Background: an optimization exercise with open tools, aiming at small area, a short achievable clock period and few clock cycles. Do not read the settings as production practice. Function was checked by simulation only, so behaviour that the tests miss may differ from the original.

## flow/design.v (module list and top-level ports; edited modules follow where they fit)
// module CONV: 1328 lines
module CONV(
	input				clk,
	input				reset,
	output	reg			busy,
	input				ready,
	output	reg	[11:0]	iaddr,
	input		[19:0]	idata,
	output	reg  		cwr,
	output	reg [11:0]	caddr_wr,
	output	reg [19:0]	cdata_wr,
	output	reg 		crd,
	output	reg	[11:0]	caddr_rd,
	input		[19:0] 	cdata_rd,
	output		[2:0] 	csel
	);
  // ...
==> flow/flow/run.sh <==
#!/bin/bash
export SETUP_SLACK_MARGIN=6.7
export BUFFER_PORTS_ARGS="-buffer_cell sky130_fd_sc_hd__buf_2"
bash standard.sh > standard.log 2>&1
==> flow/standard.sh <==
#!/bin/bash
# synth_recipe.tcl (not shown) runs the flow's synth.tcl, then flattens the netlist and writes it again
# the make line also repeats each setting of config.mk as NAME=value (left out here)
make -C /OpenROAD-flow-scripts/flow DESIGN_CONFIG=/design/flow/config.mk WORK_HOME=/design/flow/orfs CLKGATE_MAP_FILE= SYNTH_SCRIPT=/design/flow/synth_recipe.tcl "${@:-finish}"
==> flow/config.mk <==
export PLATFORM = sky130hd
export DESIGN_NAME = CONV
export DESIGN_NICKNAME = CONV
export VERILOG_FILES = /design/flow/design.v
export SDC_FILE = /design/flow/constraint.sdc
export NUM_CORES = 4
export LEC_CHECK = 0
export ABC_CLOCK_PERIOD_IN_PS = 3000
export CAP_MARGIN = 20
export CORE_MARGIN = 2
export CORE_UTILIZATION = 70
export CTS_CLUSTER_DIAMETER = 100
export CTS_CLUSTER_SIZE = 20
export SLEW_MARGIN = 20
==> flow/constraint.sdc <==
create_clock -name core_clock -period 10.0 [get_ports {clk}]
set_input_delay 2.0000 -clock core_clock [delete_from_list [all_inputs] [get_ports {clk}]]
set_output_delay 2.0000 -clock core_clock [all_outputs]
set_load 0.01 [all_outputs]
==> metrics.yaml, run 1 <==
outcome:
  status: "finished clean"
setup_path:
  arrival_ns: 3.89
  r2r_cells: 10
  rr_endpoint: "RAc[20]"
  slowest_delay_ns: 0.54
  cp_slowest_cell: "fa_1"
  cp.depth: 10
timing:
  fin_crit_sh: 0.343
  hold_viol: 0
  setup_ws_ns: 6.57
final_layout:
  regArea_um2: 9360
  multi_input_gates: 1772
  signal_buffers: 228
  inverters_excl_clock: 451
  clkbuf_count: 38
  buffer_area_frac: 0.0671
  dominant_cells: "multi-input gates"
  finish.utilization: 0.796
grt:
  groute.layer.met3.usage: 0.136
  grtUsageMet2: 0.595
  grt_pass1_wl_um: 132000
  top_usage_layer: "met2"
  grt_pass1_vias: 22800
routing:
  drc: 0
  vias_per_cell: 6.36
  vias: 22000
  wl_met3_um: 12200
floorplan:
  num_io_pins: 105
synthesis:
  synthArstFlopShare: 0.0602
  synth-edff-count: 52
  synth_top_family_by_area: "adder cells"
  synthCells: 2798
  synth.top_cell.area_share: 0.246
  synth_seq_cells: 432
  yosys.area_share.xor_xnor: 0.0217
  synth_common_cells: "448 x inv_1, 354 x dfxtp_1, 353 x fa_1, 173 x nand2_1, 155 x ha_1"
clock_tree:
  post_cts_buffers: 40
  cts_root_buf: "clkbuf_16"
place:
  dpl.cell_count: 3317
hold_path:
  min_from: "firstq"
Testbench counts, summed over its fixed seeds: cycles 146,808.
==> run 2, diff against run 1 <==
--- a/flow/design.v
+++ b/flow/design.v
@@ -1274,18 +1274,18 @@
 	RBs <= tCs;
 	RBc <= tCc;
 	RCs <= tLs;
 	RCc <= tLc;
 end
 reg         e2;        
 reg         csel1;     
 reg         pr1, pr2, pr3, q;
-reg  [11:0] oa;        
 reg  [19:0] M, Rr;
+wire [11:0] oprev = csel1 ? {caddr_wr[9:5], 1'b1, caddr_wr[4:0], 1'b1} : caddr_wr;
 wire [35:0] osum = RAs + RAc;
 assign csel = {1'b0, csel1, 1'b1};
 wire pair_start = cwr & ~csel1 & caddr_wr[6] & ~caddr_wr[0];
 wire pair_end   = cwr & ~csel1 & caddr_wr[6] &  caddr_wr[0];
 wire [19:0] mr = (Rr > M) ? Rr : M;
 wire [19:0] mw = (cdata_wr > M) ? cdata_wr : M;
 always @(posedge clk or posedge reset) begin
 	if (reset) begin
@@ -1307,21 +1307,22 @@
 		q <= pair_end;
 		cwr <= e2 | q;
 		if (cwr & csel1 & (caddr_wr[9:0] == 10'd1023)) busy <= 1'b0;
 	end
 end
 always @(posedge clk) begin
 	Rr <= cdata_rd;
 	caddr_rd <= {caddr_wr[11:6] - 6'd1, caddr_wr[5:1], pr1};
-	if (!busy) oa <= 12'd0;
-	else if (e2) oa <= oa + 12'd1;
-	if (e2) begin
+	if (!busy) begin
 		csel1 <= 1'b0;
-		caddr_wr <= oa;
+		caddr_wr <= 12'hfff;
+	end else if (e2) begin
+		csel1 <= 1'b0;
+		caddr_wr <= oprev + 12'd1;
 		cdata_wr <= osum[35] ? 20'd0 : osum[35:16];
 	end else if (q) begin
 		csel1 <= 1'b1;
 		caddr_wr <= {2'b00, caddr_wr[11:7], caddr_wr[5:1]};
 		cdata_wr <= mw;
 	end
 	if (pair_start) M <= cdata_wr;
 	else if (pr2 | pr3) M <= mr;
==> flow/config.mk (replaced) <==
export PLATFORM = sky130hd
export DESIGN_NAME = CONV
export DESIGN_NICKNAME = CONV
export VERILOG_FILES = /design/flow/design.v
export SDC_FILE = /design/flow/constraint.sdc
export NUM_CORES = 4
export LEC_CHECK = 0
export ABC_CLOCK_PERIOD_IN_PS = 3000
export CAP_MARGIN = 20
export CORE_MARGIN = 2
export CORE_UTILIZATION = 60
export CTS_CLUSTER_DIAMETER = 100
export CTS_CLUSTER_SIZE = 20
export SLEW_MARGIN = 20
==> run 2 against run 1 <==
Effect of this change:
- largest cell class unchanged
- design area decreased by 2.1%
- wire length is 3.3% lower
- final cell count is 1.9% higher
- non-clock buffer count decreased by 37
- critical endpoint is now RAc[21]
==> metrics.yaml, run 2 <==
synthesis:
  synth.top_cell.area_share: 0.246  # +0.000812
  synth.distinct_cells: 78
  synth-edff-count: 40  # -23%
  syn_nets: 3383
  syn_area_um2: 28800
  synth_common_cells: "456 x inv_1, 354 x dfxtp_1, 353 x fa_1, 184 x nand2_1, 155 x ha_1"
  synthCells: 2832  # +1.2%
  avgSynthCellArea_um2: 10.2
  yosys_warnings: 1
  synth.top_cells.by_area: "dfxtp_1 25%, fa_1 25%, ha_1 6.7%"
  ys.flop_type: "dfxtp_1"
  ys_seq_area_frac: 0.311
  synth_most_common_cell: "inv_1"
  synth_seq_cells: 420  # -2.8%
  synthArstFlopShare: 0.0619  # +0.00172
  synth_area_leader_cell: "dfxtp_1"
timing:
  final_max_slew_viol_count: 0
  fin_crit_sh: 0.335  # -0.00780
  rsz0062_at_grt: "true"
  relSlewSlack: 0.336
  hold_viol: 0  # unchanged
  worst_slew_pin_slew_ns: 0.995
  clock.fmax_mhz: 298
  fin_setup_tns_ns: 0
  setup_ws_ns: 6.65  # +0.0780 ns
  finClkSkew_ns: 0.0258
  min_period_ns: 3.35
  setup_viol: 0
setup_path:
  cp_slowest_cell: "fa_2"
  required_ns: 10.46
  crit_chain: "buf_12 -> buf_16 -> clkbuf_16 -> mux2_4 -> fa_2 -> inv_2 -> fa_2 -> fa_1 -> inv_1 -> fa_1"
  arrival_ns: 3.82  # -0.07 ns
  rrSetupSlack_ns: 6.65
  rr_endpoint: "RAc[21]"
  crit_family: "adder cells"
  worstPathMaxFanout: 7
  crit_path_end: "RAc[21]"
  slowest_delay_ns: 0.57  # +0.03 ns
  critical_path_buf_inv_count: 5
  cp.depth: 10  # unchanged
  worst_setup_path_end_kind: "flip-flop"
  reg2reg_from: "first1"
  r2r_cells: 10  # unchanged
  critical_path_class: "flip-flop to flip-flop"
  critPathLaunch: "first1"
  start_kind: "flip-flop"
grt:
  grt_start_max_net_pins: 82
  grt.total_usage: 0.337
  grt_overflow: 0
  grt_pass1_vias: 21600  # -5.4%
  antenna_found_initial: 1
  grt_pass1_wl_um: 127000  # -3.6%
flow_run:
  maxCapViolCount: 0
final_layout:
  fin_nets: 3447
  num_antenna_cells: 0
  final_common_cell: "inv_1"
  fillers: 3859
  final_cell_mix: "444 x inv_1, 337 x fa_1, 321 x dfxtp_1"
  drive_gt1_frac: 0.158
  instances_no_fill: 3521
  area_growth_pct: 10.4
clock_tree:
  clkSinkCount: 420
  clk_pin_slew_ns: 0.09
  hold_buffers: 0
  cts_tree: "done"
  htreeDepth: 1
  clockBufferDepth: 3
  cts_root_buf: "clkbuf_16"
  clock_latency_ns: 0.59
  cts_buffers: 24
routing:
  ant_nets: 0
  firstDrtPassIters: 7
  vias_per_cell: 6.04  # -5.0%
  routedWlPerCell_um: 24.0
  drt_iter0_markers: 2231
  vias: 21300  # -3.2%
  wirelength_um: 84600
  drc: 0  # unchanged
place:
  place_ws_ns: 5.60
  io_buffers: 102
  dpl.cell_count: 3420  # +3.1%
  gp_congestion: 0.945
  hpwl_um: 59500
floorplan:
  die_height_um: 223
  num_io_pins: 105  # unchanged
  die_x_um: 223
  rows: 80
  dieArea_um2: 49700
  initial_core_util: 0.605
  core_um2: 47500
hold_path:
  min_from: "firstq"
  hp-class: "flip-flop to flip-flop"
outcome:
  status: "finished clean"
[run 2: what timing repair did]
item | in CTS | in global routing
resized for setup | 95 | 89
gates cloned | 9 | 8
buffers inserted | 28 | 20
endpoints found under the setup margin | 189 | 73
pin swaps | 8 | 25
[run 2: per-stage QoR]
step | area [um^2] | util | hold slack [ns]
2_1_floorplan | 28800 | - | 0.310
5_1_grt | 31700 | 0.668 | 0.332
3_3_place_gp | 29700 | 0.624 | 0.311
3_5_place_dp | 29700 | 0.624 | 0.313
6_report | 31700 | 0.668 | 0.325
4_1_cts | 31100 | 0.655 | 0.325
[run 2: layer usage]
| metal | up-vias | global-route usage | part of all wire |
|---|---|---|---|
| met5 | - | 0 | 0 |
| met4 | 0 | 0.118 | 0.043 |
| met3 | 240 | 0.0719 | 0.11 |
| met2 | 1194 | 0.508 | 0.43 |
| met1 | 10500 | 0.485 | 0.41 |
| li1 | 9371 | - | - |
[run 2: kinds of logic after synthesis]
kind of cell	Yosys count	synth area share
xor gates and xnor gates	70	0.0218
other	2	0.000261
DFF	420	0.311
and+or+nand+nor	568	0.0948
buffers and inverters	613	0.0807
adders and majority gates	508	0.313
muxes	182	0.0680
AOI/OAI and AO/OA	469	0.111
[run 2: layout make-up]
| cell class | instances | area (um^2) | area share |
|---|---|---|---|
| clock buffer | 36 | 667 | 0.0210 |
| inverter | 458 | 1730 | 0.0546 |
| multi-input combinational | 1801 | 17900 | 0.563 |
| sequential | 420 | 9000 | 0.284 |
| tap | 615 | 769 | 0.0242 |
| timing repair buffer | 191 | 1720 | 0.0541 |
[run 2: how the worst min path moves through the flow]
stage	cells after the start	endpoint	slack, ns
6_report	0	first1	0.32
5_1_grt	0	first1	0.33
4_1_cts	0	first1	0.32
3_5_place_dp	0	first1	0.31
3_3_place_gp	0	col0_1	0.31
2_1_floorplan	0	cinit1	0.31
Testbench counts of run 2, summed over its fixed seeds: cycles 146,808.
==> run 3, diff against run 2 <==
--- a/flow/config.mk
+++ b/flow/config.mk
@@ -12,3 +12,4 @@
 export CTS_CLUSTER_DIAMETER = 100
 export CTS_CLUSTER_SIZE = 20
 export SLEW_MARGIN = 20
+export TNS_END_PERCENT = 20
==> run 3 against run 2 <==
Effect of this change:
- critical path depth fell by 8
- flip-flop and latch count unchanged
- worst setup slack got worse by 0.045 ns
==> metrics.yaml, run 3 <==
floorplan:
  initial_core_util: 0.605  # unchanged
  rows: 80  # unchanged
  core_um2: 47500  # unchanged
  die_x_um: 223  # unchanged
  dieArea_um2: 49700  # unchanged
  num_io_pins: 105  # unchanged
  die_height_um: 223  # unchanged
outcome:
  status: "finished clean"
final_layout:
  final_cell_mix: "453 x inv_1, 352 x fa_1, 335 x dfxtp_1"
  fin_nets: 3427  # -0.58%
  drive_gt1_frac: 0.135  # -0.0230
  finalInstanceArea_um2: 31300  # -1.3%
  area_growth_pct: 8.94
  final_common_cell: "inv_1"
grt:
  grt_pass1_vias: 21800  # +1.0%
  grtUsageMet2: 0.508  # unchanged
  grtUsageMet1: 0.473  # -0.0120
  top_usage_layer: "met2"
  grt_pass1_wl_um: 127000  # +0.31%
  groute.layer.met3.usage: 0.0919  # +0.0200
  grt.total_usage: 0.338  # +0.00101
  grt_start_max_net_pins: 74  # -9.8%
  grt_overflow: 0  # unchanged
  antenna_found_initial: 4  # +3
synthesis:
  synthArstFlopShare: 0.0619  # unchanged
  synthCells: 2832  # unchanged
  yosys_warnings: 1  # unchanged
  synth.top_cells.by_area: "dfxtp_1 25%, fa_1 25%, ha_1 6.7%"
  syn_area_um2: 28800  # unchanged
  synth_area_leader_cell: "dfxtp_1"
  ys_seq_area_frac: 0.311  # unchanged
  synth_most_common_cell: "inv_1"
  syn_nets: 3383  # unchanged
  synth_seq_cells: 420  # unchanged
  synth_common_cells: "456 x inv_1, 354 x dfxtp_1, 353 x fa_1, 184 x nand2_1, 155 x ha_1"
  synth-edff-count: 40  # unchanged
  synth.top_cell.area_share: 0.246  # unchanged
  ys.flop_type: "dfxtp_1"
  avgSynthCellArea_um2: 10.2  # unchanged
  synth.distinct_cells: 78  # unchanged
clock_tree:
  clk_pin_slew_ns: 0.09  # about the same
  htreeDepth: 1  # unchanged
  clockBufferDepth: 3  # unchanged
  cts_tree: "done"
  hold_buffers: 0  # unchanged
  cts_root_buf: "clkbuf_16"
  clock_latency_ns: 0.61  # +0.02 ns
  clkSinkCount: 420  # unchanged
  cts_buffers: 25  # +4.2%
setup_path:
  start_kind: "flip-flop"
  critPathLaunch: "csel1"
  required_ns: 8.00  # -2.46 ns
  reg2reg_from: "p3[2]"
  worstPathMaxFanout: 21  # +14
  arrival_ns: 1.40  # -2.42 ns
  rrSetupSlack_ns: 6.61  # -0.04 ns
  critical_path_class: "flip-flop to output port"
  worst_setup_path_end_kind: "output port"
timing:
  relSlewSlack: 0.329  # -0.00709
  finClkSkew_ns: 0.0228  # -0.00302 ns
  setup_viol: 0  # unchanged
  fin_setup_tns_ns: 0  # unchanged
  worst_slew_pin_slew_ns: 1.01  # +0.0106 ns
  clock.fmax_mhz: 294  # -1.3%
  min_period_ns: 3.40  # +0.0452 ns
  fin_crit_sh: 0.340  # +0.00452
  hold_viol: 0  # unchanged
  rsz0062_at_grt: "true"
  final_max_slew_viol_count: 0  # unchanged
routing:
  wirelength_um: 82800  # -2.2%
  drc: 0  # unchanged
  ant_nets: 0  # unchanged
  drt_iter0_markers: 2123  # -4.8%
  vias_per_cell: 5.99  # -0.86%
  vias: 21000  # -1.3%
  routedWlPerCell_um: 23.6  # -1.7%
  firstDrtPassIters: 6  # -1
place:
  place_area_um2: 29700  # about the same
  io_buffers: 102  # unchanged
  gp_congestion: 0.953  # +0.91%
  hpwl_um: 60200  # +1.1%
hold_path:
  min_from: "col0q"
  hp-class: "flip-flop to flip-flop"
flow_run:
  maxCapViolCount: 0  # unchanged
==> run 3: cell counts after synthesis <==
Identical to the previous run, type by type.
==> run 3: logic make-up (layout without fill, tap and decap cells) <==
family / after synthesis / after routing / share of synthesized area
flops: 420 / 420 / 0.311
fa+ha+maj: 508 / 508 / 0.313
simple gates: 568 / 569 / 0.0948
xor+xnor: 70 / 70 / 0.0218
other cells: 2 / 3 / 0.000261
compound gates: 469 / 469 / 0.111
mux: 182 / 182 / 0.0680
buf+inv: 613 / 670 / 0.0807
==> run 3: timing repair <==
item | CTS | global route
buffers inserted | 21 | 8
setup endpoints to repair | 186 | 115
pin swaps | 5 | 2
gates resized for setup | 74 | 27
gates cloned | 9 | 1
hold endpoints to repair | 0 | 0
==> run 3: critical path, stage by stage (launching register included) <==
cell,delay [ns]
dfxtp_1,0.32
buf_4,0.28
buf_2,0.19
==> run 3: per-layer routing <==
| layer | wire (um) | vias to the layer above |
|---|---|---|
| li1 | - | 9311 |
| met1 | 33600 | 10300 |
| met2 | 35800 | 1173 |
| met3 | 10000 | 217 |
| met4 | 3300 | 4 |
| met5 | 26 | - |
==> run 3: final timing paths <==
| check | to | cells past startpoint |
|---|---|---|
| setup / recovery | csel[1] | 2 |
| hold / removal | col0_1 | 0 |
| setup reg to reg | RCc[12] | 7 |
| hold reg to reg | col0_1 | 0 |
| max in group asynchronous | ph[0] | 3 |
| min in group asynchronous | L[4] | 3 |
==> run 3: layout make-up <==
| cell class | count | area [um^2] |
|---|---|---|
| repair inverters | 1 | 7.51 |
| well taps | 615 | 769 |
| clock inverters | 5 | 85.1 |
| clock buffers | 36 | 667 |
| diodes | 1 | 2.50 |
| repair buffers | 170 | 1430 |
| multi-input cells | 1800 | 17700 |
| fillers | 3814 | 16200 |
| inverters | 458 | 1730 |
| flip-flops and latches | 420 | 8980 |
==> run 3: per-stage QoR <==
stage          cells   util  setup slack (ns)  hold slack (ns)
2_1_floorplan   2832      -              6.24            0.310
3_3_place_gp    3424  0.625              5.70            0.311
3_5_place_dp    3424  0.625              5.69            0.316
4_1_cts         3495  0.655              6.44            0.332
5_1_grt         3505  0.659              6.47            0.338
6_report        3506  0.659              6.60            0.333
==> run 4, diff against run 3 <==
==> flow/flow/run.sh (replaced) <==
#!/bin/bash
export SETUP_SLACK_MARGIN=6.9
export BUFFER_PORTS_ARGS="-buffer_cell sky130_fd_sc_hd__buf_2"
bash standard.sh > standard.log 2>&1
--- a/flow/config.mk
+++ b/flow/config.mk
@@ -12,4 +12,3 @@
 export CTS_CLUSTER_DIAMETER = 100
 export CTS_CLUSTER_SIZE = 20
 export SLEW_MARGIN = 20
-export TNS_END_PERCENT = 20
==> run 4 against run 3 <==
Effect of this change:
- still clean
- synthesized cell count unchanged
- utilization increased by 6.0 points
- largest cell class unchanged
==> metrics.yaml, run 4 <==
routing:
  wirelength_um: 92200  # +11%
  drt_iter0_markers: 2684  # +26%
  vias: 22300  # +6.4%
  firstDrtPassIters: 8  # +2
  routedWlPerCell_um: 25.3  # +7.1%
  drc: 0  # unchanged
  ant_nets: 0  # unchanged
  vias_per_cell: 6.12  # +2.2%
setup_path:
  start_kind: "flip-flop"
  worstPathMaxFanout: 5  # -76%
  worst_setup_path_end_kind: "flip-flop"
  critical_path_class: "flip-flop to flip-flop"
  required_ns: 10.48  # +2.48 ns
  arrival_ns: 3.81  # +2.41 ns
floorplan:
  rows: 80  # unchanged
  initial_core_util: 0.605  # unchanged
  die_x_um: 223  # unchanged
  dieArea_um2: 49700  # unchanged
  core_um2: 47500  # unchanged
  die_height_um: 223  # unchanged
  num_io_pins: 105  # unchanged
timing:
  rsz0062_at_grt: "true"
  finClkSkew_ns: 0.0292  # +0.00642 ns
  worst_slew_pin_slew_ns: 1.09  # +0.0834 ns
  hold_viol: 0  # unchanged
  min_period_ns: 3.33  # -0.0704 ns
  relSlewSlack: 0.273  # -0.0557
  fin_crit_sh: 0.333  # -0.00704
  final_max_slew_viol_count: 0  # unchanged
  setup_ws_ns: 6.67  # +0.0704 ns
  hold_ws_ns: 0.328  # -0.00520 ns
  fin_setup_tns_ns: 0  # unchanged
  setup_viol: 0  # unchanged
  clock.fmax_mhz: 300  # +2.1%
hold_path:
  hp-class: "flip-flop to flip-flop"
synthesis:
  synth.top_cell.area_share: 0.246  # unchanged
  yosys_warnings: 1  # unchanged
  syn_area_um2: 28800  # unchanged
  synth_most_common_cell: "inv_1"
  synthCells: 2832  # unchanged
  synth-edff-count: 40  # unchanged
  ys.flop_type: "dfxtp_1"
  synth.top_cells.by_area: "dfxtp_1 25%, fa_1 25%, ha_1 6.7%"
  synth_seq_cells: 420  # unchanged
  synth_area_leader_cell: "dfxtp_1"
  syn_nets: 3383  # unchanged
  ys_seq_area_frac: 0.311  # unchanged
  synth_common_cells: "456 x inv_1, 354 x dfxtp_1, 353 x fa_1, 184 x nand2_1, 155 x ha_1"
  synth.distinct_cells: 78  # unchanged
  synthArstFlopShare: 0.0619  # unchanged
  avgSynthCellArea_um2: 10.2  # unchanged
clock_tree:
  cts_buffers: 26  # +4.0%
  clk_pin_slew_ns: 0.09  # about the same
  clockBufferDepth: 3  # unchanged
  hold_buffers: 0  # unchanged
  clkSinkCount: 420  # unchanged
  cts_tree: "done"
  clock_latency_ns: 0.60  # about the same
  cts_root_buf: "clkbuf_16"
  htreeDepth: 1  # unchanged
place:
  gp_congestion: 0.985  # +3.3%
  io_buffers: 102  # unchanged
  hpwl_um: 60200  # +0.12%
  place_ws_ns: 5.40  # -0.290 ns
grt:
  grt_pass1_wl_um: 138000  # +8.7%
  grt_overflow: 0  # unchanged
  grt.total_usage: 0.371  # +0.0326
  grt_pass1_vias: 23000  # +5.7%
  grt_start_max_net_pins: 49  # -34%
  antenna_found_initial: 1  # -3
final_layout:
  regArea_um2: 9060  # +0.91%
  final_common_cell: "inv_1"
  fin_nets: 3568  # +4.1%
  finish.utilization: 0.719  # +0.0598
  final_cell_mix: "398 x inv_1, 309 x dfxtp_1, 280 x fa_1"
  area_growth_pct: 18.8
  drive_gt1_frac: 0.248  # +0.113
  fillers: 3465  # -9.2%
  multi_input_area_um2: 18500  # +4.7%
flow_run:
  maxCapViolCount: 0  # unchanged
outcome:
  status: "finished clean"
run 4: cell counts after synthesis:
No cell type changed its count.
run 4: layout make-up:
cell class / instances / share of cell area
antenna: 2 / 0.000146
timing repair buffer: 310 / 0.0957
sequential: 420 / 0.265
clock buffer: 38 / 0.0222
tap: 615 / 0.0225
inverter: 458 / 0.0510
clock inverter: 4 / 0.00249
multi-input combinational: 1801 / 0.541
run 4: critical path, stage by stage (launching register included):
cell     delay, ns
dfxtp_4       0.40
buf_12        0.15
inv_4         0.04
buf_12        0.14
or3_4         0.45
o21ai_4       0.09
fa_1          0.43
inv_1         0.08
fa_1          0.42
inv_2         0.08
fa_2          0.42
inv_2         0.07
fa_2          0.45
run 4: per-layer routing:
layer	GRT usage	routed length (um)	vias up
met4	0.168	4930	2
li1	-	-	9609
met5	0	13	-
met1	0.497	35400	10900
met2	0.551	39800	1458
met3	0.118	12100	365
run 4: final timing paths:
kind / startpoint / to / slack, ns / cells past startpoint
setup / recovery: first1 / RCc[14] / 6.67 / 12
hold / removal: row0q / row0_1 / 0.33 / 0
min in group asynchronous: reset / L[0] / 1.48 / 3
max in group asynchronous: reset / ph[0] / 8.19 / 3
hold reg to reg: row0q / row0_1 / 0.33 / 0
setup reg to reg: first1 / RCc[14] / 6.67 / 12
run 4: repair_timing:
action / in CTS / in global routing
resized for setup: 275 / 177
pin swaps: 71 / 98
cloned: 27 / 3
buffers inserted: 115 / 35
endpoints found under the hold margin: 0 / 0
endpoints found under the setup margin: 285 / 171
run 4: stage by stage:
stage	area, um^2	instances
final	34200	3648
after detailed placement	29800	3424
after CTS	33300	3608
after global placement	29800	3424
after floorplan	29000	2832
after global routing	34200	3646
run 4: cells by family (layout without fill, tap and decap cells):
kind of cell,Yosys count,in the layout,share of synthesized area
and+or+nand+nor,568,569,0.0948
buffers and inverters,613,810,0.0807
xor gates and xnor gates,70,70,0.0218
adders and majority gates,508,508,0.313
muxes,182,182,0.0680
DFF,420,420,0.311
AOI/OAI and AO/OA,469,470,0.111
other,2,4,0.000261
==> run 5, diff against run 4 <==
==> flow/flow/run.sh (replaced) <==
#!/bin/bash
export SETUP_SLACK_MARGIN=6.6
export BUFFER_PORTS_ARGS="-buffer_cell sky130_fd_sc_hd__buf_2"
bash standard.sh > standard.log 2>&1
==> run 5 against run 4 <==
Effect of this change:
- area after synthesis did not move
- worst setup slack got worse by 0.070 ns
- die area did not move
- still clean on timing, DRC and antenna
- flip-flop and latch count did not move
- largest cell class unchanged
==> metrics.yaml, run 5 <==
outcome:
  status: "finished clean"
final_layout:
  final_common_cell: "inv_1"
  area_growth_pct: 9.53
  instances_no_fill: 3513  # -3.7%
  finalInstanceArea_um2: 31500  # -7.8%
  final_cell_mix: "451 x inv_1, 348 x fa_1, 331 x dfxtp_1"
  finish.utilization: 0.663  # -0.0562
  fillers: 3882  # +12%
  num_antenna_cells: 0  # -2
  drive_gt1_frac: 0.145  # -0.103
  fin_nets: 3440  # -3.6%
place:
  hpwl_um: 60200  # -0.14%
  dpl.cell_count: 3421  # -0.088%
  gp_congestion: 0.957  # -2.9%
  io_buffers: 102  # unchanged
  place_ws_ns: 5.51  # +0.109 ns
  place_area_um2: 29700  # -0.25%
setup_path:
  critPathLaunch: "p3[18]"
  rrSetupSlack_ns: 6.60  # -0.07 ns
  r2r_cells: 7  # -5
  worst_setup_path_end_kind: "flip-flop"
  slowest_delay_ns: 0.97  # +0.52 ns
  reg2reg_from: "p3[18]"
  critical_path_class: "flip-flop to flip-flop"
  crit_path_end: "RBc[19]"
  cp_slowest_cell: "dfxtp_1"
  cp_common_cell: "fa_1"
  start_kind: "flip-flop"
  crit_chain: "o22ai_1 -> fa_1 -> inv_1 -> fa_1 -> fa_1 -> inv_1 -> fa_1"
  arrival_ns: 3.86  # +0.05 ns
  required_ns: 10.47  # about the same
  critical_path_buf_inv_count: 2  # -4
  worstPathMaxFanout: 12  # +7
  rr_endpoint: "RBc[19]"
  crit_family: "adder cells"
  cp.depth: 7  # -5
synthesis:
  ys.flop_type: "dfxtp_1"
  syn_nets: 3383  # unchanged
  avgSynthCellArea_um2: 10.2  # unchanged
  synth.top_cell.area_share: 0.246  # unchanged
  yosys_warnings: 1  # unchanged
  synthCells: 2832  # unchanged
  synth_seq_cells: 420  # unchanged
  synth_common_cells: "456 x inv_1, 354 x dfxtp_1, 353 x fa_1, 184 x nand2_1, 155 x ha_1"
  synth_area_leader_cell: "dfxtp_1"
  synth.top_cells.by_area: "dfxtp_1 25%, fa_1 25%, ha_1 6.7%"
  synth-edff-count: 40  # unchanged
  synth_most_common_cell: "inv_1"
  synthArstFlopShare: 0.0619  # unchanged
  ys_seq_area_frac: 0.311  # unchanged
  syn_area_um2: 28800  # unchanged
  synth.distinct_cells: 78  # unchanged
routing:
  drt_iter0_markers: 2602  # -3.1%
  drc: 0  # unchanged
  firstDrtPassIters: 8  # unchanged
  wirelength_um: 85300  # -7.5%
  vias: 21300  # -4.8%
  vias_per_cell: 6.05  # -1.2%
  routedWlPerCell_um: 24.3  # -4.0%
  ant_nets: 0  # unchanged
timing:
  worst_slew_pin_slew_ns: 1.10  # +0.00787 ns
  rsz0062_at_grt: "true"
  relSlewSlack: 0.268  # -0.00525
  finClkSkew_ns: 0.0243  # -0.00489 ns
  hold_viol: 0  # unchanged
  hold_ws_ns: 0.326  # -0.00184 ns
  fin_setup_tns_ns: 0  # unchanged
  fin_crit_sh: 0.340  # +0.00701
  final_max_slew_viol_count: 0  # unchanged
  setup_viol: 0  # unchanged
  setup_ws_ns: 6.60  # -0.0701 ns
  clock.fmax_mhz: 294  # -2.1%
  min_period_ns: 3.40  # +0.0701 ns
clock_tree:
  hold_buffers: 0  # unchanged
  clockBufferDepth: 3  # unchanged
  clkSinkCount: 420  # unchanged
  cts_tree: "done"
  clk_pin_slew_ns: 0.09  # about the same
  htreeDepth: 1  # unchanged
  cts_buffers: 24  # -7.7%
  cts_root_buf: "clkbuf_16"
  clock_latency_ns: 0.60  # about the same
floorplan:
  core_um2: 47500  # unchanged
  die_height_um: 223  # unchanged
  die_x_um: 223  # unchanged
  num_io_pins: 105  # unchanged
  rows: 80  # unchanged
  initial_core_util: 0.605  # unchanged
  dieArea_um2: 49700  # unchanged
grt:
  grt.total_usage: 0.343  # -0.0283
  grt_pass1_vias: 21600  # -6.4%
  grt_start_max_net_pins: 82  # +67%
  grt_pass1_wl_um: 129000  # -6.9%
  antenna_found_initial: 1  # unchanged
  grt_overflow: 0  # unchanged
hold_path:
  hp-class: "flip-flop to flip-flop"
flow_run:
  maxCapViolCount: 0  # unchanged
run 5: changes by cell type in the layout (fill, tap and decap cells not counted), sizes merged:
cell and change:
buf -114, bufbuf -15, inv -5, bufinv -2, clkinvlp +2, diode -2, clkinv +1
run 5: how the worst min path moves through the flow:
stage	start	end	slack, ns	depth (start not counted)
2_1_floorplan	cinitq	cinit1	0.31	0
3_3_place_gp	col0q	col0_1	0.31	0
3_5_place_dp	cinitq	cinit1	0.31	0
4_1_cts	row0q	row0_1	0.33	0
5_1_grt	firstq	first1	0.34	0
6_report	row0q	row0_1	0.33	0
run 5: layout make-up:
class | instances | area [um^2] | area share
Multi-Input combinational cell | 1801 | 17700 | 0.563
Sequential cell | 420 | 8990 | 0.285
Inverter | 458 | 1740 | 0.0552
Clock buffer | 35 | 663 | 0.0210
Timing Repair Buffer | 184 | 1600 | 0.0508
Tap cell | 615 | 769 | 0.0244
run 5: cell families (layout without fill, tap and decap cells):
family          after synthesis  in the layout  share of synthesized area
compound gates              469            470                      0.111
simple gates                568            569                     0.0948
other cells                   2              2                   0.000261
fa+ha+maj                   508            508                      0.313
flops                       420            420                      0.311
xor+xnor                     70             70                     0.0218
mux                         182            182                     0.0680
buf+inv                     613            677                     0.0807
run 5: metal layers:
layer	GRT usage	wire, um	vias to the layer above
met5	0	0	-
met1	0.484	34500	10500
met3	0.0911	10100	265
li1	-	-	9316
met4	0.116	4170	0
met2	0.514	36500	1222
run 5: what timing repair did:
item	CTS	global route
pin swaps	5	14
hold endpoints to repair	0	0
cloned	8	6
setup endpoints to repair	159	96
setup buffers	15	28
resized for setup	61	66
==> run 6, diff against run 5 <==
==> flow/flow/run.sh (replaced) <==
#!/bin/bash
export SETUP_SLACK_MARGIN=6.7
export BUFFER_PORTS_ARGS="-buffer_cell sky130_fd_sc_hd__buf_2"
bash standard.sh > standard.log 2>&1
--- a/flow/config.mk
+++ b/flow/config.mk
@@ -11,4 +11,5 @@
 export CORE_UTILIZATION = 60
 export CTS_CLUSTER_DIAMETER = 100
 export CTS_CLUSTER_SIZE = 20
+export PLACE_DENSITY = 0.75
 export SLEW_MARGIN = 20
==> run 6 against run 5 <==
Effect of this change:
- global-route usage is 0.73 points lower
- register-to-register slack better by 0.03 ns
- critical path type unchanged
- flip-flop and latch count stayed put
- non-clock buffer count stayed put
- synthesized cell count stayed put
- design area is 0.79% higher
==> metrics.yaml, run 6 <==
setup_path:
  start_kind: "flip-flop"
  cp.depth: 7  # unchanged
  slowest_delay_ns: 0.77  # -0.20 ns
  crit_chain: "nor2_1 -> a21oi_1 -> fa_1 -> fa_1 -> fa_1 -> inv_1 -> fa_1"
  rrSetupSlack_ns: 6.63  # +0.03 ns
  crit_family: "adder cells"
  crit_path_end: "RBc[20]"
  rr_endpoint: "RBc[20]"
  worstPathMaxFanout: 10  # -2
  arrival_ns: 3.86  # about the same
  critPathLaunch: "p[8]"
  cp_slowest_cell: "dfxtp_1"
  critical_path_class: "flip-flop to flip-flop"
  worst_setup_path_end_kind: "flip-flop"
  reg2reg_from: "p[8]"
  required_ns: 10.49  # +0.02 ns
  critical_path_buf_inv_count: 1  # -1
  r2r_cells: 7  # unchanged
  cp_common_cell: "fa_1"
timing:
  min_period_ns: 3.37  # -0.0275 ns
  rsz0062_at_grt: "true"
  fin_crit_sh: 0.337  # -0.00275
  finClkSkew_ns: 0.0313  # +0.00706 ns
  setup_viol: 0  # unchanged
  relSlewSlack: 0.305  # +0.0377
  final_max_slew_viol_count: 0  # unchanged
  fin_setup_tns_ns: 0  # unchanged
  worst_slew_pin_slew_ns: 1.04  # -0.0565 ns
  hold_viol: 0  # unchanged
  clock.fmax_mhz: 297  # +0.82%
routing:
  vias: 21500  # +1.3%
  ant_nets: 0  # unchanged
  vias_per_cell: 6.11  # +1.1%
  drc: 0  # unchanged
  firstDrtPassIters: 10  # +2
  drt_iter0_markers: 2670  # +2.6%
  routedWlPerCell_um: 23.8  # -1.8%
  wirelength_um: 83900  # -1.6%
clock_tree:
  clkSinkCount: 420  # unchanged
  htreeDepth: 1  # unchanged
  cts_buffers: 26  # +8.3%
  clk_pin_slew_ns: 0.09  # about the same
  cts_tree: "done"
  clockBufferDepth: 3  # unchanged
  clock_latency_ns: 0.60  # about the same
  hold_buffers: 0  # unchanged
  cts_root_buf: "clkbuf_16"
floorplan:
  die_x_um: 223  # unchanged
  rows: 80  # unchanged
  num_io_pins: 105  # unchanged
  dieArea_um2: 49700  # unchanged
  core_um2: 47500  # unchanged
  die_height_um: 223  # unchanged
  initial_core_util: 0.605  # unchanged
final_layout:
  finish.utilization: 0.668  # +0.00524
  final_cell_mix: "453 x inv_1, 346 x fa_1, 322 x dfxtp_1"
  fillers: 3608  # -7.1%
  area_growth_pct: 10.4
  fin_nets: 3442  # +0.058%
  final_common_cell: "inv_1"
  drive_gt1_frac: 0.154  # +0.00849
grt:
  grt_pass1_wl_um: 127000  # -1.1%
  grt_start_max_net_pins: 83  # +1.2%
  grt.total_usage: 0.335  # -0.00729
  grt_overflow: 0  # unchanged
  antenna_found_initial: 0  # -1
  grt_pass1_vias: 22500  # +4.4%
place:
  io_buffers: 102  # unchanged
  hpwl_um: 58200  # -3.2%
  gp_congestion: 0.980  # +2.4%
synthesis:
  synthArstFlopShare: 0.0619  # unchanged
  yosys_warnings: 1  # unchanged
  synth-edff-count: 40  # unchanged
  syn_nets: 3383  # unchanged
  avgSynthCellArea_um2: 10.2  # unchanged
  ys_seq_area_frac: 0.311  # unchanged
  synth_most_common_cell: "inv_1"
  synthCells: 2832  # unchanged
  synth.distinct_cells: 78  # unchanged
  synth_common_cells: "456 x inv_1, 354 x dfxtp_1, 353 x fa_1, 184 x nand2_1, 155 x ha_1"
  syn_area_um2: 28800  # unchanged
  ys.flop_type: "dfxtp_1"
  synth_seq_cells: 420  # unchanged
  synth.top_cell.area_share: 0.246  # unchanged
  synth_area_leader_cell: "dfxtp_1"
  synth.top_cells.by_area: "dfxtp_1 25%, fa_1 25%, ha_1 6.7%"
outcome:
  status: "finished clean"
flow_run:
  maxCapViolCount: 0  # unchanged
hold_path:
  hp-class: "flip-flop to flip-flop"
-- run 6: cell counts after synthesis --
Identical to the previous run, type by type.
-- run 6: final cells by class --
type | instances | area, um^2 | share of cell area
Inverter | 458 | 1740 | 0.0548
Clock buffer | 40 | 734 | 0.0231
Tap cell | 615 | 769 | 0.0242
Timing Repair Buffer | 184 | 1670 | 0.0526
Clock inverter | 4 | 52.6 | 0.00165
Sequential cell | 420 | 9000 | 0.284
Antenna cell | 1 | 2.50 | 0.0000788
Multi-Input combinational cell | 1801 | 17800 | 0.560
-- run 6: what timing repair did --
item | 4_1_cts | 5_1_grt
setup buffers | 25 | 17
gates cloned | 11 | 5
pin swaps | 8 | 17
hold endpoints to repair | 0 | 0
resized for setup | 86 | 67
endpoints found under the setup margin | 199 | 84
-- run 6: how the worst min path moves through the flow --
stage              to  startpoint  slack (ns)  depth (start not counted)
5_1_grt        cinit1      cinitq        0.34                          0
6_report       row0_1       row0q        0.33                          0
4_1_cts        cinit1      cinitq        0.33                          0
3_3_place_gp   row0_1       row0q        0.31                          0
3_5_place_dp   row0_1       row0q        0.31                          0
2_1_floorplan  cinit1      cinitq        0.31                          0
-- run 6: metrics by stage --
stage | setup slack [ns] | hold WS [ns] | cells | area [um^2]
after floorplan | 6.70 | 0.310 | 2832 | 28800
after global placement | 5.76 | 0.313 | 3420 | 29700
after detailed placement | 5.74 | 0.312 | 3420 | 29700
after CTS | 6.58 | 0.329 | 3500 | 31300
after global routing | 6.58 | 0.336 | 3522 | 31800
final | 6.63 | 0.327 | 3523 | 31800
-- run 6: cells by family after synthesis --
logic type	count (synthesis)	synth area share
compound gates	469	0.111
simple gates	568	0.0948
mux	182	0.0680
fa+ha+maj	508	0.313
buf+inv	613	0.0807
other cells	2	0.000261
xor+xnor	70	0.0218
flops	420	0.311
-- run 6: metal layers --
layer  track usage  wire length (um)  vias up
met1         0.444             31700    10500
met5             0                 0        -
li1              -                 -     9360
met3        0.0900             10800      306
met4         0.153              4530        0
met2         0.519             36900     1389
==> run 7, diff against run 6 <==
--- a/flow/config.mk
+++ b/flow/config.mk
@@ -9,7 +9,6 @@
 export CAP_MARGIN = 20
 export CORE_MARGIN = 2
 export CORE_UTILIZATION = 60
-export CTS_CLUSTER_DIAMETER = 100
-export CTS_CLUSTER_SIZE = 20
-export PLACE_DENSITY = 0.75
+export CTS_CLUSTER_DIAMETER = 110
+export CTS_CLUSTER_SIZE = 25
 export SLEW_MARGIN = 20
==> run 7 against run 6 <==
Effect of this change:
- largest cell class unchanged
- clock skew is 0.0082 ns lower
- still clean on timing, DRC and antenna
- register-to-register slack worse by 0.06 ns
- global-route usage rose by 0.34 points
- critical endpoint is now RAc[18]
==> metrics.yaml, run 7 <==
place:
  io_buffers: 102  # unchanged
  gp_congestion: 0.945  # -3.6%
  dpl.cell_count: 3420  # unchanged
  hpwl_um: 59500  # +2.3%
  place_area_um2: 29700  # unchanged
clock_tree:
  clk_pin_slew_ns: 0.11  # +0.02 ns
  cts_tree: "done"
  cts_root_buf: "clkbuf_16"
  clkSinkCount: 420  # unchanged
  cts_buffers: 20  # -23%
  clock_latency_ns: 0.58  # -0.02 ns
  clockBufferDepth: 3  # unchanged
  htreeDepth: 1  # unchanged
final_layout:
  final_cell_mix: "440 x inv_1, 340 x fa_1, 319 x dfxtp_1"
  area_growth_pct: 10.9
  instances_no_fill: 3534  # +0.31%
  drive_gt1_frac: 0.165  # +0.0114
  finalInstanceArea_um2: 31900  # +0.43%
  final_common_cell: "inv_1"
  num_antenna_cells: 0  # -1
  fin_nets: 3460  # +0.52%
timing:
  worst_slew_pin_slew_ns: 0.970  # -0.0710 ns
  min_period_ns: 3.43  # +0.0563 ns
  rsz0062_at_grt: "true"
  fin_crit_sh: 0.343  # +0.00563
  clock.fmax_mhz: 292  # -1.6%
  fin_setup_tns_ns: 0  # unchanged
  final_max_slew_viol_count: 0  # unchanged
  relSlewSlack: 0.353  # +0.0474
  setup_viol: 0  # unchanged
  hold_viol: 0  # unchanged
  finClkSkew_ns: 0.0231  # -0.00821 ns
grt:
  grt_overflow: 0  # unchanged
  grt_pass1_wl_um: 127000  # -0.33%
  antenna_found_initial: 1  # +1
  grt_pass1_vias: 21600  # -4.3%
  grt_start_max_net_pins: 76  # -8.4%
  grt.total_usage: 0.339  # +0.00335
routing:
  vias_per_cell: 6.03  # -1.3%
  vias: 21300  # -1.0%
  drt_iter0_markers: 2327  # -13%
  routedWlPerCell_um: 24.6  # +3.1%
  ant_nets: 0  # unchanged
  wirelength_um: 86800  # +3.4%
  firstDrtPassIters: 7  # -3
  drc: 0  # unchanged
setup_path:
  worstPathMaxFanout: 12  # +2
  slowest_delay_ns: 0.88  # +0.11 ns
  r2r_cells: 8  # +1
  critPathLaunch: "p3[18]"
  reg2reg_from: "p3[18]"
  critical_path_buf_inv_count: 3  # +2
  worst_setup_path_end_kind: "flip-flop"
  crit_chain: "a222oi_1 -> inv_1 -> fa_1 -> inv_1 -> fa_2 -> fa_1 -> inv_1 -> fa_1"
  required_ns: 10.45  # -0.04 ns
  crit_family: "adder cells"
  cp_slowest_cell: "dfxtp_1"
  start_kind: "flip-flop"
  arrival_ns: 3.88  # +0.02 ns
  rr_endpoint: "RAc[18]"
  critical_path_class: "flip-flop to flip-flop"
  rrSetupSlack_ns: 6.57  # -0.06 ns
synthesis:
  synth_most_common_cell: "inv_1"
  avgSynthCellArea_um2: 10.2  # unchanged
  yosys_warnings: 1  # unchanged
  synth.distinct_cells: 78  # unchanged
  synthArstFlopShare: 0.0619  # unchanged
  synth.top_cell.area_share: 0.246  # unchanged
  synth_area_leader_cell: "dfxtp_1"
  syn_area_um2: 28800  # unchanged
  ys_seq_area_frac: 0.311  # unchanged
  synth_seq_cells: 420  # unchanged
  synth_common_cells: "456 x inv_1, 354 x dfxtp_1, 353 x fa_1, 184 x nand2_1, 155 x ha_1"
  synth.top_cells.by_area: "dfxtp_1 25%, fa_1 25%, ha_1 6.7%"
  synth-edff-count: 40  # unchanged
  ys.flop_type: "dfxtp_1"
  syn_nets: 3383  # unchanged
  synthCells: 2832  # unchanged
hold_path:
  hold_path_end: "first1"
  min_from: "firstq"
  hp-class: "flip-flop to flip-flop"
  hold-path-cell-count: 0  # unchanged
floorplan:
  core_um2: 47500  # unchanged
  die_x_um: 223  # unchanged
  num_io_pins: 105  # unchanged
  dieArea_um2: 49700  # unchanged
  initial_core_util: 0.605  # unchanged
  rows: 80  # unchanged
  die_height_um: 223  # unchanged
flow_run:
  maxCapViolCount: 0  # unchanged
outcome:
  status: "finished clean"
[run 7: cell counts after synthesis]
No cell type changed its count.
[run 7: final cells by class]
cell class | count | area, um^2
inverters | 458 | 1750
clock buffers | 31 | 573
multi-input cells | 1801 | 17800
repair buffers | 208 | 1950
clock inverters | 1 | 5.00
flip-flops and latches | 420 | 9010
well taps | 615 | 769
fillers | 3843 | 15700
[run 7: how the worst max path moves through the flow]
| stage | slack (ns) | end | cells after the start |
|---|---|---|---|
| after CTS | 6.63 | RBc[15] | 9 |
| final | 6.57 | RAc[18] | 8 |
| after global placement | 5.68 | RBc[15] | 9 |
| after global routing | 6.55 | RAc[18] | 9 |
| after detailed placement | 5.60 | RBc[15] | 9 |
| after floorplan | 6.70 | RBc[17] | 11 |
[run 7: timing repair]
item	CTS	global route
hold buffers	0	0
gates resized for setup	96	96
endpoints found under the setup margin	190	83
pin swaps	9	30
endpoints found under the hold margin	0	0
buffers inserted	27	35
cloned	9	11
[run 7: cells by family after synthesis]
logic type | Yosys count | share of synthesized area
xor+xnor | 70 | 0.0218
other cells | 2 | 0.000261
compound gates | 469 | 0.111
simple gates | 568 | 0.0948
flops | 420 | 0.311
mux | 182 | 0.0680
fa+ha+maj | 508 | 0.313
buf+inv | 613 | 0.0807
[run 7: per-stage QoR]
step	hold WS [ns]	util	setup WS, ns
finish	0.318	0.671	6.57
CTS	0.324	0.653	6.63
global route	0.330	0.671	6.55
detailed placement	0.313	0.624	5.60
global placement	0.311	0.624	5.68
floorplan	0.310	-	6.70
[run 7: metal layers]
layer	track usage	vias up	wire, um
li1	-	9373	-
met1	0.477	10400	34500
met2	0.511	1243	37200
met3	0.0935	257	10900
met4	0.106	0	4190
met5	0	-	0

==> static timing again, ports no longer ideal <==
The results above use ideal ports. As a check the final layouts listed here were re-extracted and re-timed, cells and wires unchanged.
Step 1 (the two cells are an assumption about what drives the block):
set clk [get_ports {clk}]
set_driving_cell -lib_cell sky130_fd_sc_hd__clkbuf_16 $clk
set_driving_cell -lib_cell sky130_fd_sc_hd__buf_2 [delete_from_list [all_inputs] $clk]
Step 2 times the ports against the registers' clock, not the clock port: input delays grow and output delays shrink by t, the midpoint of the rising clock arrivals with the driver on.
a / b / c = ideal ports / drivers / drivers and shift; a / b = the first two.
run | t (ns) | slack for setup (ns) | hold WS [ns] | worst register clock-pin slew, ns | worst data-port slew with drivers (ns)
run 1 | 0.649 | 6.568 / 6.568 / 6.568 | 0.313 / 0.313 / 0.313 | 0.11 / 0.11 | 0.03
run 2 | 0.643 | 6.646 / 6.646 / 6.646 | 0.325 / 0.325 / 0.325 | 0.10 / 0.10 | 0.04
run 3 | 0.653 | 6.601 / 6.541 / 6.607 | 0.333 / 0.333 / 0.333 | 0.10 / 0.10 | 0.03
run 4 | 0.651 | 6.672 / 6.672 / 6.672 | 0.328 / 0.328 / 0.328 | 0.09 / 0.09 | 0.04
run 5 | 0.641 | 6.602 / 6.599 / 6.602 | 0.326 / 0.326 / 0.326 | 0.10 / 0.10 | 0.04
run 6 | 0.651 | 6.629 / 6.629 / 6.629 | 0.327 / 0.327 / 0.327 | 0.10 / 0.10 | 0.04
run 7 | 0.629 | 6.573 / 6.573 / 6.573 | 0.318 / 0.318 / 0.318 | 0.11 / 0.11 | 0.04
After both steps setup and hold are still met in every run listed.
